From an optimization exercise on the open Yosys and OpenROAD flow, aimed at small area and a short achievable clock period; shortcuts taken in it are not production practice.
Function was checked by simulation only, so behaviour that the tests miss may differ from the original.

File: run.sh
#!/bin/bash
# synth_recipe.tcl (not shown) runs the flow's synth.tcl, then flattens the netlist and writes it again
# the make line also repeats each setting of config.mk as NAME=value (left out here)
make -C /OpenROAD-flow-scripts/flow DESIGN_CONFIG=/design/flow/config.mk WORK_HOME=/design/flow/orfs CLKGATE_MAP_FILE= SYNTH_SCRIPT=/design/flow/synth_recipe.tcl finish
File: design.v
module filter(
		input             clk,
		input             n_reset,
		input      [15:0] x_in,
		output reg [15:0] y_out,
		input     	 h_write,
		input [4:0]  h_idx,
		input [15:0] h_data
);
reg signed [15:0] x[20:0];
always @(posedge clk or negedge n_reset) begin
	if(n_reset == 1'b0) begin
		x[0] <= 'b0;
		x[1] <= 'b0;
		x[2] <= 'b0;
		x[3] <= 'b0;
		x[4] <= 'b0;
		x[5] <= 'b0;
		x[6] <= 'b0;
		x[7] <= 'b0;
		x[8] <= 'b0;
		x[9] <= 'b0;
		x[10] <= 'b0;
		x[11] <= 'b0;
		x[12] <= 'b0;
		x[13] <= 'b0;
		x[14] <= 'b0;
		x[15] <= 'b0;
		x[16] <= 'b0;
		x[17] <= 'b0;
		x[18] <= 'b0;
		x[19] <= 'b0;
		x[20] <= 'b0;
	end else begin
		x[0] <= x_in;
		x[1] <= x[0];
		x[2] <= x[1];
		x[3] <= x[2];
		x[4] <= x[3];
		x[5] <= x[4];
		x[6] <= x[5];
		x[7] <= x[6];
		x[8] <= x[7];
		x[9] <= x[8];
		x[10] <= x[9];
		x[11] <= x[10];
		x[12] <= x[11];
		x[13] <= x[12];
		x[14] <= x[13];
		x[15] <= x[14];
		x[16] <= x[15];
		x[17] <= x[16];
		x[18] <= x[17];
		x[19] <= x[18];
		x[20] <= x[19];
	end
end
reg signed [15:0] h[20:0];
always @(posedge clk or negedge n_reset) begin
	if(n_reset == 1'b0) begin
		h[ 0] <= -16'd   10;
		h[ 1] <=  16'd   62;
		h[ 2] <=  16'd   84;
		h[ 3] <= -16'd  296;
		h[ 4] <= -16'd  246;
		h[ 5] <=  16'd  954;
		h[ 6] <=  16'd  477;
		h[ 7] <= -16'd 2645;
		h[ 8] <= -16'd  689;
		h[ 9] <=  16'd10122;
		h[10] <=  16'd17159;
		h[11] <=  16'd10122;
		h[12] <= -16'd  689;
		h[13] <= -16'd 2645;
		h[14] <=  16'd  477;
		h[15] <=  16'd  954;
		h[16] <= -16'd  246;
		h[17] <= -16'd  296;
		h[18] <=  16'd   84;
		h[19] <=  16'd   62;
		h[20] <= -16'd   10;	
	end else begin
		if(h_write == 1'b1) begin
			h[h_idx] <= h_data;		
		end
	end
end
wire signed [31:0] mul[20:0];  
assign mul[0]  = x[0]  * h[0];
assign mul[1]  = x[1]  * h[1];
assign mul[2]  = x[2]  * h[2];
assign mul[3]  = x[3]  * h[3];
assign mul[4]  = x[4]  * h[4];
assign mul[5]  = x[5]  * h[5];
assign mul[6]  = x[6]  * h[6];
assign mul[7]  = x[7]  * h[7];
assign mul[8]  = x[8]  * h[8];
assign mul[9]  = x[9]  * h[9];
assign mul[10] = x[10] * h[10];
assign mul[11] = x[11] * h[11];
assign mul[12] = x[12] * h[12];
assign mul[13] = x[13] * h[13];
assign mul[14] = x[14] * h[14];
assign mul[15] = x[15] * h[15];
assign mul[16] = x[16] * h[16];
assign mul[17] = x[17] * h[17];
assign mul[18] = x[18] * h[18];
assign mul[19] = x[19] * h[19];
assign mul[20] = x[20] * h[20];
wire signed [31:0] sum = mul[0] + mul[1] + mul[2] + mul[3] + mul[4] + mul[5] + mul[6] 
						+ mul[7] + mul[8]+ mul[9] + mul[10] + mul[11] + mul[12] + mul[13]
						+ mul[14] + mul[15] + mul[16] + mul[17] + mul[18]+ mul[19]
			 			+ mul[20];
wire signed [31:0] y_rnd = sum + (1<<15);  
always @(posedge clk or negedge n_reset) begin
	if(n_reset == 1'b0) begin
		y_out <= 'b0;	
	end else begin
		y_out <= y_rnd[31:16];
	end
end
endmodule
File: constraint.sdc
create_clock -name core_clock -period 15.0 [get_ports {clk}]
set_input_delay 3.0000 -clock core_clock [delete_from_list [all_inputs] [get_ports {clk}]]
set_output_delay 3.0000 -clock core_clock [all_outputs]
set_load 0.01 [all_outputs]
File: config.mk
export PLATFORM = sky130hd
export DESIGN_NAME = filter
export DESIGN_NICKNAME = filter
export VERILOG_FILES = /design/flow/design.v
export SDC_FILE = /design/flow/constraint.sdc
export NUM_CORES = 4
export LEC_CHECK = 0
export CAP_MARGIN = 20
export CORE_MARGIN = 2
export CORE_UTILIZATION = 45
export SLEW_MARGIN = 20
==> metrics.csv <==
stage,metric,value,unit
route,vias_per_cell,5.07,
min_path,hold_class,reg -> reg,
setup_path,worst_ep_required_time,15.86,ns
clock_network,cts_buffer_depth,4,
route,antenna_left,0,
finish,stdcell_count,28500,
route,drc,0,
synthesis,syn-num-nets,29900,
setup_path,endpoint_kind,flop,
setup_path,critPathSlowestCell,dfrtp_1,
clock_network,clock_latency,0.96,ns
sta,whs,0.512,ns
synthesis,synth-seq-cells,688,
route,drt_iter0_markers,11400,
grt,grt_use_total,30.1,%
placed_design,pre_cts_ws,2.78,ns
sta,worst_slack,2.76,ns
finish,drive_gt1_share,4.00,%
setup_path,path_max_fanout,17,
setup_path,crit_path_start_kind,flop,
die,die_area,511000,µm²
sta,fmax,81.7,MHz
clock_network,cts_root_buffer,clkbuf_16,
sta,final_hold_viol_count,0,
setup_path,critical_path_class,reg -> reg,
route,post_drt_wl_per_cell,25.7,µm
clock_network,cts-htree-levels,3,
finish,syn_to_final_growth,4.85,%
sta,setup_viol,0,
die,core,504000,µm²
synthesis,syn_area,227000,µm²
clock_network,clkTransAtPathRegs,0.07,ns
placed_design,gp_congestion,1.02,
die,dieHeight,715,µm
grt,grt_pass1_wl,1110,mm
placed_design,dp.cells,28300,
die,io_pins,56,
job,drv_cap,0,
sta,rsz0062_at_grt,false,
route,dr.pass1.iters,6,
die,die_w,715,µm
die,start_util,45.1,%
setup_path,r2r_slack,2.76,ns
clock_network,hold_buffers,0,
grt,grt_pass1_vias,162000,
placed_design,port_buffers,55,
sta,fin_worst_skew,0.0763,ns
outcome,outcome,"complete, no violations",
sta,setup_tns,0,ns
route,totalWireLength,733,mm
sta,layout_min_cycle_time,12.24,ns
placed_design,dpl.hpwl,629,mm
clock_network,cts.sinks,688,
finish,final_core_util,47.3,%
sta,report.final.slew_viol_count,0,
sta,timing.final.crit_share,81.6,%
synthesis,ys_warn_count,3,
grt,antenna_found_initial,44,
synthesis,yosysUniqueCellTypes,35,
setup_path,cpPeakStageDelay,0.78,ns
grt,grt_max_degree,123,
sta,tightestPinTransition,1.14,ns
synthesis,seq_area_frac_synth,7.67,%
sta,slew_headroom,23.9,%
setup_path,crit_top_cell,fa_1,
route,num_vias,145000,
setup_path,crit_buf_inv,7,
grt,overflow,0,
setup_path,arrival,13.10,ns
setup_path,cp_top_family,adder cells,
synthesis,syn_inst,22200,
synthesis,postSynthAreaPerCell,10.3,µm²
die,rows,261,
clock_network,post-cts-setup-buffers,0,
clock_network,cts_made_buffers,113,
clock_network,post_cts_resized,0,
clock_network,tritoncts,yes,
finish,nets,29400,
## state kept, by name (all words and copies together), names as in the netlist
signal / cells
x: 336
y_out: 16
h: 336
## layer usage
metal  vias to the layer above  share of wire [%]  global-route usage (%)  wire, µm
li1                      59700                  -                       -         -
met1                     79000                 40                    40.1    291000
met2                      4957                 47                    48.2    346000
met3                      1046                7.7                    5.78     56300
met4                        20                5.4                    13.0     39300
met5                         -              0.016                       0       116
## stage by stage
step | cell area, µm²
CTS | 238000
global route | 238000
finish | 238000
detailed placement | 234000
floorplan | 227000
global placement | 234000
## layout by cell type, fill, tap and decap left out, types with 5 or more instances in the layout
| cell | instances |
|---|---|
| a21o_1 | 6 |
| a21oi_1 | 15 |
| and2_1 | 2704 |
| buf_2 | 8 |
| buf_4 | 119 |
| bufinv_16 | 14 |
| clkbuf_1 | 8 |
| clkbuf_16 | 113 |
| clkbuf_8 | 13 |
| clkdlybuf4s50_1 | 38 |
| clkinv_2 | 13 |
| clkinv_4 | 21 |
| clkinvlp_4 | 12 |
| dfrtp_1 | 508 |
| dfstp_2 | 180 |
| diode_2 | 51 |
| fa_1 | 6647 |
| ha_1 | 1078 |
| inv_1 | 6861 |
| inv_6 | 10 |
| mux2_2 | 342 |
| nand2_1 | 2355 |
| nand2b_1 | 183 |
| nor2_1 | 30 |
| nor2b_1 | 135 |
| o21ai_0 | 7 |
| o21bai_1 | 5 |
| xnor2_1 | 267 |
| xor2_1 | 35 |
## Yosys cell counts (all sizes together)
library cell / number / area share, %
nor2b: 139 / 0.38
nor3: 6 / 0.013
clkbuf: 760 / 1.3
nand4b: 1 / 0.0039
nor4: 3 / 0.014
nand4: 3 / 0.0083
inv: 6863 / 11
o21ai: 7 / 0.015
o31ai: 1 / 0.0033
nand2b: 183 / 0.50
dfrtp: 508 / 5.6
xor2: 35 / 0.13
a22o: 1 / 0.0039
nand2: 2357 / 3.9
o211ai: 3 / 0.0099
buf: 9 / 0.016
a21oi: 16 / 0.037
o21a: 2 / 0.0066
nand3: 4 / 0.0088
o21bai: 5 / 0.017
and3: 2 / 0.0055
nor2: 32 / 0.053
mux2: 342 / 1.7
xnor2: 267 / 1.0
a211oi: 1 / 0.0033
dfstp: 180 / 2.1
and2: 2704 / 7.4
a2111oi: 2 / 0.0077
a21o: 6 / 0.020
fa: 6647 / 59
ha: 1078 / 5.9
## logic make-up (layout without fill, tap and decap cells)
kind of cell | count (synthesis) | after routing | share of synthesized area [%]
compound gates | 44 | 44 | 0.123
xor+xnor | 302 | 302 | 1.16
fa+ha+maj | 7725 | 7725 | 64.4
buf+inv | 7632 | 7242 | 12.6
flops | 688 | 688 | 7.67
mux | 342 | 342 | 1.69
other cells | 0 | 51 | 0
simple gates | 5434 | 5434 | 12.3
## final timing paths
kind | start | end | depth (start not counted)
worst max-delay path | x[17][15] | y_out[15] | 33
worst min-delay path | h[11][11] | h[11][11] | 1
worst max register to register | x[17][15] | y_out[15] | 33
worst min register to register | h[11][11] | h[11][11] | 1
max in group asynchronous | n_reset | h[18][8] | 4
min in group asynchronous | n_reset | x[3][5] | 1
## area by class of cell
type                            count  area [µm²]
Fill cell                       47600      266000
Multi-Input combinational cell  13800      181000
Clock buffer                      134        3040
Sequential cell                   688       17400
Inverter                         6863       25800
Timing Repair Buffer              171        1410
Clock inverter                     74         902
Tap cell                         6706        8390
Antenna cell                       51         128

[port drivers added, routing unchanged]
In the flow no input, the clock included, has a driving cell. The finished layout below was timed again as built, in two steps.
Step 1, drivers: a clkbuf_16 drives clk and a buf_2 each remaining input, both assumed.
Step 2 times the ports against the registers' clock, not the clock port: input delays grow and output delays shrink by t, the midpoint of the rising clock arrivals with the driver on.
a / b / c = ideal ports / drivers / drivers and shift; a / b = the first two.
t, ns: 1.050
slack for setup (ns): 2.758 / 2.758 / 2.758
slew at the worst register clock pin (ns): 0.08 / 0.08
After both steps setup and hold are still met in this run. For this run, drivers alone change the setup slack by 0.000 ns; drivers and shift together by 0.000 ns.
